Context: an optimization exercise on an open-source flow, tuned for small area. The choices shown serve that exercise and are no tape-out recipe.
Only simulation tests tie the RTL to the original design; equivalence was not proved.
The clock port is modelled as an ideal driver; clocking choices that lean on that would not hold on a real chip.
Power is estimated from default activity; no workload was simulated.

== sierra ==
==> module relogio, before the edit <==
module relogio
(
        input clock,
        input reset,
        input soma,
        input subtracao,
        input cont,
        input start,
        output [7:0] an,
        output [7:0] dec_cat
);
  wire soma_ed, subtracao_ed, cont_ed;
  edge_detector menosf (.clock(clock), .reset(reset), .din(subtracao), .rising(subtracao_ed));
  edge_detector maisf  (.clock(clock), .reset(reset), .din(soma),      .rising(soma_ed));
  edge_detector contf  (.clock(clock), .reset(reset), .din(cont),      .rising(cont_ed));
  localparam [4:0] PODD = 5'b01010;
  reg [4:0] pst;
  wire [4:0] ph = pst ^ PODD;
  reg [2:0] dig;
  reg [6:0] q;       
  wire step   = ~ph[4] & ph[3];                    
  wire q_end  = (q == 7'd80);                      
  wire tick   = ph[4] & ~ph[3] & (dig == 3'd4) & (q == 7'd60);   
  always @(posedge clock)
  begin
    if (reset) begin
      pst <= PODD;
      dig <= 3'd0;
      q   <= 7'd0;
    end
    else begin
      pst <= {ph[3:0], ~ph[4]} ^ PODD;
      if (step) begin
        dig <= dig + 3'd1;
        if (dig == 3'd7)
          q <= q_end ? 7'd0 : {q[5:0], ~(q[6] ^ q[5])};
      end
    end
  end
  reg [1:0] EA;
  reg r1, ca;
  always @(posedge clock)
  begin
    if (reset) begin
      EA <= 2'd0;
      r1 <= 1'b0;
      ca <= 1'b0;
    end
    else begin
      r1 <= cont_ed;
      ca <= cont_ed | r1 | (EA != 2'd0);
      if (r1)
        EA <= EA + 2'd1;
    end
  end
  localparam [11:0] BODD = 12'hAAA;
  reg [11:0] bst;
  reg blink;
  wire [11:0] bcnt = bst ^ BODD;
  wire bend = (bcnt == 12'd518);
  wire bfb  = ~(bcnt[11] ^ bcnt[5] ^ bcnt[3] ^ bcnt[0]);
  always @(posedge clock)
  begin
    if (reset | bend | cont_ed)
      bst <= BODD;
    else
      bst <= {bcnt[10:0], bfb} ^ BODD;
  end
  always @(posedge clock)
  begin
    if (reset)
      blink <= 1'b0;
    else if (bend | cont_ed)
      blink <= ~blink;
  end
  reg [4:0] ah, bh;
  reg [5:0] am, as, bm, bs;
  wire s_59 = (as == 6'd59);
  wire m_59 = (am == 6'd59);
  wire h_23 = (ah == 5'd23);
  wire up = soma_ed;
  wire dn = subtracao_ed & ~soma_ed;
  wire run = (EA == 2'd0);
  wire sel_h = (EA == 2'd1) | (run & s_59 & m_59);
  wire sel_m = (EA == 2'd2) | (run & s_59 & ~m_59);
  wire [5:0] f = sel_h ? {1'b0, ah} : sel_m ? am : as;
  wire f_max = sel_h ? h_23 : sel_m ? m_59 : s_59;
  wire count_up = run | up;
  wire [5:0] f_ud = count_up ? f + 6'd1 : f - 6'd1;
  wire [5:0] is = sel_h | sel_m ? 6'd0 : f_ud;
  wire [5:0] im = sel_h ? 6'd0 : sel_m ? f_ud : am;
  wire [4:0] ih = sel_h ? (h_23 ? 5'd0 : f_ud[4:0]) : ah;
  always @(posedge clock)
  begin
    if (reset) begin
      {bh, bm, bs} <= 17'd0;
    end
    else if (tick) begin
      if (ca)
        {bh, bm, bs} <= {ah, am, as};
      else
        {bh, bm, bs} <= {ih, im, is};
    end
  end
  wire chg = up ? ~f_max : (dn & (f != 6'd0));
  wire ld_h = ~run & chg & (EA == 2'd1);
  wire ld_m = ~run & chg & (EA == 2'd2);
  wire ld_s = ~run & chg & (EA == 2'd3);
  wire kp_h = ~run & ~ld_h;
  wire kp_m = ~run & ~ld_m;
  wire kp_s = ~run & ~ld_s;
  always @(posedge clock)
  begin
    ah <= ({5{run}} & bh) | ({5{ld_h}} & f_ud[4:0]) | ({5{kp_h}} & ah);
    am <= ({6{run}} & bm) | ({6{ld_m}} & f_ud)      | ({6{kp_m}} & am);
    as <= ({6{run}} & bs) | ({6{ld_s}} & f_ud)      | ({6{kp_s}} & as);
  end
  reg [5:0] fsel;
  always @*
    case (dig[2:1])
      2'd0: fsel = as;
      2'd1: fsel = am;
      default: fsel = {1'b0, ah};
    endcase
  wire [2:0] ftens = (fsel >= 6'd50) ? 3'd5 : (fsel >= 6'd40) ? 3'd4 : (fsel >= 6'd30) ? 3'd3 :
                     (fsel >= 6'd20) ? 3'd2 : (fsel >= 6'd10) ? 3'd1 : 3'd0;
  wire [5:0] funits6 = fsel - ftens * 4'd10;
  wire [3:0] funits = funits6[3:0];
  reg [3:0] sel;
  reg lit;
  wire luz_h = blink | (EA != 2'd1);
  wire luz_m = blink | (EA != 2'd2);
  wire luz_s = blink | (EA != 2'd3);
  reg [3:0] dval;
  reg dlit;
  always @*
  begin
    case (dig)
      3'd0, 3'd2, 3'd4: dval = funits;
      3'd1, 3'd3, 3'd5: dval = {1'b0, ftens};
      3'd6: dval = 4'd0;
      default: dval = {2'b0, EA};
    endcase
    case (dig)
      3'd0, 3'd1: dlit = luz_s;
      3'd2, 3'd3: dlit = luz_m;
      3'd4, 3'd5: dlit = luz_h;
      3'd6: dlit = 1'b0;
      default: dlit = 1'b1;
    endcase
  end
  always @(posedge clock or posedge reset)
  begin
    if (reset) begin
      sel <= 4'd0;
      lit <= 1'b0;
    end
    else if (step) begin
      sel <= dval;
      lit <= dlit;
    end
  end
  wire [2:0] shown = dig - 3'd1;
  genvar gi;
  generate
    for (gi = 0; gi < 8; gi = gi + 1) begin : g_an
      assign an[gi] = ~(lit & (shown == gi));
    end
  endgenerate
  wire d3 = sel[3], d2 = sel[2], d1 = sel[1], d0 = sel[0];
  wire [6:0] seg;
  assign seg[6] = ~(d3 | d1 | (d2 & d0) | (~d2 & ~d0));
  assign seg[5] = ~(~d2 | ~(d1 ^ d0));
  assign seg[4] = ~(d2 | ~d1 | d0);
  assign seg[3] = ~(d3 | (~d2 & ~d0) | (d1 & ~d0) | (~d2 & d1) | (d2 & ~d1 & d0));
  assign seg[2] = ~((~d2 & ~d0) | (d1 & ~d0));
  assign seg[1] = ~(d3 | (~d1 & ~d0) | (d2 & ~d1) | (d2 & ~d0));
  assign seg[0] = ~(d3 | (d1 & ~d2) | (d2 & ~d1) | (d1 & ~d0));
  assign dec_cat = {seg, 1'b1};
endmodule
clock: 10.0 ns
lec_check: 0
cap_margin: 20
core_margin: 2
core_utilization: 70
slew_margin: 20
standard.sh (not shown) runs the stock make flow with config.mk's settings and CLKGATE_MAP_FILE= SYNTH_SCRIPT=/design/flow/synth_recipe.tcl, a recipe that flattens the netlist after the stock synthesis.
==> flow/flow/run.sh <==
#!/bin/bash
# Own layout flow: the standard flow (standard.sh) with
#  - the standard synthesis script plus an area-oriented ABC script and
#    no full/half-adder extraction (flow/abc_proc.tcl, flow/area.abc);
#  - ports buffered with the smallest buffer;
#  - CTS with clkbuf_4 and no dummy loads, then clock buffers whose
#    flip-flop clock pins see a slew above 100 ps upsized (flow/post_cts.tcl).
# Each tool's full output stays in orfs/logs/ (one log per step); make's own
# output goes to flow_make.log.
set -euo pipefail
W=$(pwd)
export OWN_ABC_SCRIPT=$W/flow/area.abc
{ head -n 1 "$W/synth_recipe.tcl"; cat "$W/flow/abc_proc.tcl"; tail -n +2 "$W/synth_recipe.tcl"; } > "$W/own_synth.tcl"
bash "$W/standard.sh" SYNTH_SCRIPT="$W/own_synth.tcl" ADDER_MAP_FILE= \
  BUFFER_PORTS_ARGS="-buffer_cell sky130_fd_sc_hd__buf_1" \
  POST_CTS_TCL="$W/flow/post_cts.tcl" \
  CTS_ARGS="-sink_clustering_enable -repair_clock_nets -dont_use_dummy_load -buf_list sky130_fd_sc_hd__clkbuf_4 -sink_clustering_size 6 -sink_clustering_max_diameter 40" finish > "$W/flow_make.log" 2>&1
Other scripts of this flow, unchanged in this note and not shown: flow/flow/abc_proc.tcl, flow/flow/area.abc, flow/flow/post_cts.tcl
For umber, these inputs were changed with respect to sierra:
-- flow/design.v --
<<< sierra, line 142
  end
  wire chg = up ? ~f_max : (dn & (f != 6'd0));
  wire ld_h = ~run & chg & (EA == 2'd1);
  wire ld_m = ~run & chg & (EA == 2'd2);
  wire ld_s = ~run & chg & (EA == 2'd3);
  wire kp_h = ~run & ~ld_h;
  wire kp_m = ~run & ~ld_m;
  wire kp_s = ~run & ~ld_s;
  always @(posedge clock)
  begin
    ah <= ({5{run}} & bh) | ({5{ld_h}} & f_ud[4:0]) | ({5{kp_h}} & ah);
    am <= ({6{run}} & bm) | ({6{ld_m}} & f_ud)      | ({6{kp_m}} & am);
    as <= ({6{run}} & bs) | ({6{ld_s}} & f_ud)      | ({6{kp_s}} & as);
  end
  reg [5:0] fsel;
>>> umber, line 142
  end
  wire chg = up ? ~f_max : (dn & (f != 6'd0));
  always @(posedge clock)
  begin
    if (run | (chg & (EA == 2'd1))) ah <= run ? bh : f_ud[4:0];
    if (run | (chg & (EA == 2'd2))) am <= run ? bm : f_ud;
    if (run | (chg & (EA == 2'd3))) as <= run ? bs : f_ud;
  end
  reg [5:0] fsel;
Findings:
Clock share of power | umber below sierra
Reported for umber and sierra, count of flip-flops and latches turned out identical to the last digit.
Between sierra and umber, the flow reports count of filler cells inserted in the layout decreasing slightly.
Worst endpoint data arrival time (umber over sierra): decrease, 0.65 ns
Register-to-register path setup slack down 0.12 ns in umber wrt sierra
umber and sierra ended up with roughly the same fraction of final layout cells with drive strength greater than 1.
umber ends up with higher net switching share of the total power than sierra does.

port drivers added, routing unchanged:
How much do the figures lean on ideal ports? The routed layouts below were timed once more, with nothing changed but the port constraints. Step 1 sets driving cells, clkbuf_16 on the clock port and buf_2 on the other inputs (assumed; they add their load-dependent delay and slew). Step 2 times the ports against the registers' clock, not the clock port: input delays grow and output delays shrink by t, the midpoint of the rising clock arrivals with the driver on. Slacks: ideal ports / drivers / drivers and shift; pairs: ideal ports / drivers.
| run | shift t [ns] | setup slack, ns | cell pins on the clock port's net |
|---|---|---|---|
| sierra | 0.540 | 5.249 / 5.251 / 4.711 | 1 |
| umber | 0.524 | 5.628 / 5.628 / 5.628 | 1 |
After both steps every run listed still meets setup and hold. For sierra, which loses most, drivers alone change the setup slack by +0.002 ns; drivers and shift together by -0.538 ns.
